This design comes from an exercise in tuning for small area on the open sky130 flow, not from production work.
Function was checked by simulation only, so behaviour that the tests miss may differ from the original.
No activity file was given, so power comes from the tool's default toggle rates.

Setup of run A:
// frogger
module frogger (clk, rst, update, VGA_R, VGA_G, VGA_B, hsync, vsync, blank_n, up, down, left, right, levelselect);
input clk, rst;  
input update;  
input up,down,left,right;   
input levelselect;  
output hsync, vsync, blank_n;  
output [7:0] VGA_R, VGA_G, VGA_B;
wire [9:0] xCount; 
wire [9:0] yCount;
wire ScreenArea;
VGA_Controller VGA(clk, rst, xCount, yCount, ScreenArea, hsync, vsync, blank_n);
wire frog;
player_frog froggy (clk,rst,up,down,left,right,update,xCount,yCount,frog);
wire [2:0] c1, c2;
cars traffic_gen(clk, rst, update, xCount, yCount, c1, c2);
reg [2:0] traffic;  
always @(posedge clk)
	traffic <= levelselect ? c2 : c1;
wire game_over;
wire win;
reg border, end_zone;
collision WL(clk,rst,frog,|traffic,border,end_zone,win,game_over);
wire border_c, end_zone_c, border1_c, border2_c, safezone_c, roadlines_c, white_c, game_over_text_c, win_text_c;
text words(xCount, yCount, border_c, end_zone_c, border1_c, border2_c, safezone_c, roadlines_c, white_c, game_over_text_c, win_text_c);
reg border1, border2;  
reg safezone, roadlines, white_roadlines;
reg game_over_text, win_text;
always @(posedge clk)
	begin
		end_zone <= end_zone_c;
		border <= border_c;
		border1 <= border1_c;
		border2 <= border2_c;
		safezone <= safezone_c;
		roadlines <= roadlines_c;
		white_roadlines <= white_c;
		game_over_text <= game_over_text_c;
		win_text <= win_text_c;
	end
reg R, G, B;
always @(posedge clk)
	begin
		if (game_over == 1'b1)
			begin
				R <= ScreenArea & !game_over_text;
				G <= 1'b0;
				B <= 1'b0;
			end
		else if (win == 1'b1)
			begin
				R <= 1'b0;
				G <= ScreenArea & !win_text;
				B <= 1'b0;
			end
		else if (levelselect == 1'b0)
			begin
				R <= border1 || (!frog && (safezone || roadlines)) || traffic[0];
				G <= border1 || frog || end_zone || safezone || roadlines || traffic[1];
				B <= !frog && (border1 || end_zone || safezone || white_roadlines || traffic[2]);
			end
		else
			begin
				R <= border2 || (!frog && roadlines) || traffic[0];
  ...
Settings: LEC_CHECK=0, CAP_MARGIN=20, CORE_MARGIN=2, CORE_UTILIZATION=30, CTS_CLUSTER_DIAMETER=150, CTS_CLUSTER_SIZE=16, SLEW_MARGIN=20; clock period 20.0 ns.
standard.sh (not shown) runs the stock make flow with config.mk's settings and CLKGATE_MAP_FILE= SYNTH_SCRIPT=/design/flow/synth_recipe.tcl, a recipe that flattens the netlist after the stock synthesis.
==> flow/flow/run.sh <==
#!/bin/bash
# Layout flow: the standard synthesis, then an area-oriented re-mapping of the
# combinational logic only (every flip-flop instance of the standard synthesis is kept
# as it is, same name and cell), then the standard layout from floorplan to finish.
# Each tool's output goes to a log file of its own in this folder.
set -euo pipefail
WORK=$(pwd)
R=$WORK/orfs/results/$FLOW_PLATFORM/frogger/base
LIB=$FLOW_HOME/platforms/$FLOW_PLATFORM/lib/sky130_fd_sc_hd__tt_025C_1v80.lib
YOSYS=$FLOW_HOME/../tools/install/yosys/bin/yosys

# 1. standard synthesis
bash standard.sh synth > $WORK/log_1_standard_synth.log 2>&1

# 2. re-map the combinational logic for area
cp $R/1_2_yosys.v $WORK/standard_synth.v
python3 flow/libmodels.py $LIB $FLOW_HOME/platforms/$FLOW_PLATFORM/config.mk $WORK/comb_cells.v $WORK/dont_use.txt > $WORK/log_2_libmodels.log 2>&1
$YOSYS -p "read_liberty -lib $LIB; read_verilog $WORK/standard_synth.v; hierarchy -top $FLOW_TOP; \
  techmap -map $WORK/comb_cells.v; techmap; opt -purge; \
  abc -liberty $LIB $(cat $WORK/dont_use.txt) -script $WORK/flow/resyn.abc; opt_clean -purge; \
  hilomap -singleton -hicell sky130_fd_sc_hd__conb_1 HI -locell sky130_fd_sc_hd__conb_1 LO; \
  splitnets; opt_clean -purge; insbuf -buf sky130_fd_sc_hd__buf_4 A X; check -assert -mapped; \
  tee -o $WORK/resyn_stat.txt stat -liberty $LIB; \
  write_verilog -noattr -nohex -nodec $WORK/resyn.v" > $WORK/log_3_resyn_yosys.log 2>&1

# the flip-flops must be exactly the standard synthesis's
ffs() { grep -oE '^\s*sky130_fd_sc_hd__[a-z]*df[a-z0-9_]* +[^ (]+' "$1" | sed -E 's/_[0-9]+ +/ /; s/^\s+//' | sort; }
if ! diff <(ffs $WORK/standard_synth.v) <(ffs $WORK/resyn.v) > $WORK/log_4_ffcheck.log 2>&1 || [ ! -s $WORK/resyn.v ]; then
  echo "flip-flops differ; using the standard synthesis" >> $WORK/log_4_ffcheck.log
  cp $WORK/standard_synth.v $WORK/resyn.v
fi
cp $WORK/resyn.v $R/1_2_yosys.v
rm -f $R/1_synth.odb $R/1_synth.sdc

# 3. standard layout from the re-mapped netlist
bash standard.sh > $WORK/log_5_standard_layout.log 2>&1
==> flow/flow/resyn.abc <==
strash
&get -n
&st
&deepsyn -T 300
&put
dc2
&get -n
&st
&dch -f
&nf -R 2000 -a
&put
mfs2 -a
strash
&get -n
&st
&dch -f
&nf -R 2000
&put
topo
dnsize -c
Other scripts of this flow, unchanged in this note and not shown: flow/flow/libmodels.py
Input changes introduced in run B (baseline for comparison: run A):
==> flow/flow/resyn.abc <==
strash
dc2
&get -n
&st
&dch -f
&nf -R 2000 -a
&put
mfs2 -a
strash
&get -n
&st
&dch -f
&nf -R 2000
&put
topo
dnsize -c
Findings:
Looking at clock network fraction of total power, run B sits 1.4 points lower than run A does. In the metrics for run B and run A, the one carrying the higher worst hold margin is run A. Reported for run B and run A, largest buffer count on any clock path turned out identical to the last digit. Per the comparison of run B with run A, synthesized area rose 5.8%; global-route usage went down.
Setup changes, run B to run C
Settings: changing CTS_CLUSTER_SIZE from 16 to 20; changing CTS_CLUSTER_DIAMETER from 150 to 200.
diff --git a/flow/flow/run.sh b/flow/flow/run.sh
--- a/flow/flow/run.sh
+++ b/flow/flow/run.sh
@@ -24 +24,10 @@
-  write_verilog -noattr -nohex -nodec $WORK/resyn.v" > $WORK/log_3_resyn_yosys.log 2>&1
+  write_verilog -noattr -nohex -nodec $WORK/resyn1.v" > $WORK/log_3_resyn_yosys.log 2>&1
+# a second area pass on the re-mapped netlist
+$YOSYS -p "read_liberty -lib $LIB; read_verilog $WORK/resyn1.v; hierarchy -top $FLOW_TOP; \
+  techmap -map $WORK/comb_cells.v; techmap; opt -purge; \
+  abc -liberty $LIB $(cat $WORK/dont_use.txt) -script $WORK/flow/resyn2.abc; opt_clean -purge; \
+  hilomap -singleton -hicell sky130_fd_sc_hd__conb_1 HI -locell sky130_fd_sc_hd__conb_1 LO; \
+  splitnets; opt_clean -purge; insbuf -buf sky130_fd_sc_hd__buf_4 A X; check -assert -mapped; \
+  tee -o $WORK/resyn_stat2.txt stat -liberty $LIB; \
+  write_verilog -noattr -nohex -nodec $WORK/resyn.v" > $WORK/log_3b_resyn_yosys.log 2>&1 || cp $WORK/resyn1.v $WORK/resyn.v
+[ -s $WORK/resyn.v ] || cp $WORK/resyn1.v $WORK/resyn.v
@@ -35 +44,3 @@
-# 3. standard layout from the re-mapped netlist
+# 3. standard layout from the re-mapped netlist; every input and output port still
+#    gets its own buffer, the smallest buffer cell instead of clkdlybuf4s50_1
+export BUFFER_PORTS_ARGS="-buffer_cell sky130_fd_sc_hd__buf_1"
==> flow/flow/resyn.abc <==
strash
&get -n
&st
&deepsyn -T 300
&put
dc2
&get -n
&st
&dch -f
&nf -R 5000 -a
&put
mfs2 -a -W 6
strash
&get -n
&st
&dch -f
&nf -R 5000 -a
&put
mfs2 -a -W 6
strash
&get -n
&st
&dch -f
&nf -R 5000
&put
topo
dnsize -c
==> flow/flow/resyn2.abc (new file) <==
strash
&get -n
&st
&deepsyn -T 240
&put
dc2
&get -n
&st
&dch -f
&nf -R 5000 -a
&put
mfs2 -a -W 6
strash
&get -n
&st
&dch -f
&nf -R 5000 -a
&put
mfs2 -a -W 6
strash
&get -n
&st
&dch -f
&nf -R 5000
&put
topo
dnsize -c
## What came out
The maximum operating frequency of run C is lower than that of run B.
The final reports for run C and run B show core outline area lower in the former.
The finished layout cell area of run C is lower than that of run B.
Against run B, number of DRC markers in iteration 0 in run C fell by a few percent.

==> afterwards: timing with drivers on the ports <==
No port has a modelled driver above. Below, the same layouts with a new extraction and two added sets of constraints. Step 1 assumes that a clkbuf_16 drives the clock port and a buf_2 every other input. Step 2, shift: input delay + t, output delay - t, t = (earliest + latest rising clock arrival at the registers) / 2. This alone moves slack from input paths to output paths. Slacks: ideal / step 1 / step 2; pairs: ideal / step 1.
| run | t (ns) | slack for setup (ns) | latest minus earliest clock arrival (ns) | worst register clock-pin slew, ns |
|---|---|---|---|---|
| run A | 0.651 | 8.432 / 8.432 / 8.432 | 0.042 / 0.042 | 0.09 / 0.09 |
| run B | 0.664 | 9.794 / 9.794 / 9.794 | 0.026 / 0.026 | 0.10 / 0.10 |
| run C | 0.650 | 8.287 / 8.287 / 8.287 | 0.031 / 0.030 | 0.10 / 0.10 |
After both steps setup and hold are still met in every run listed.
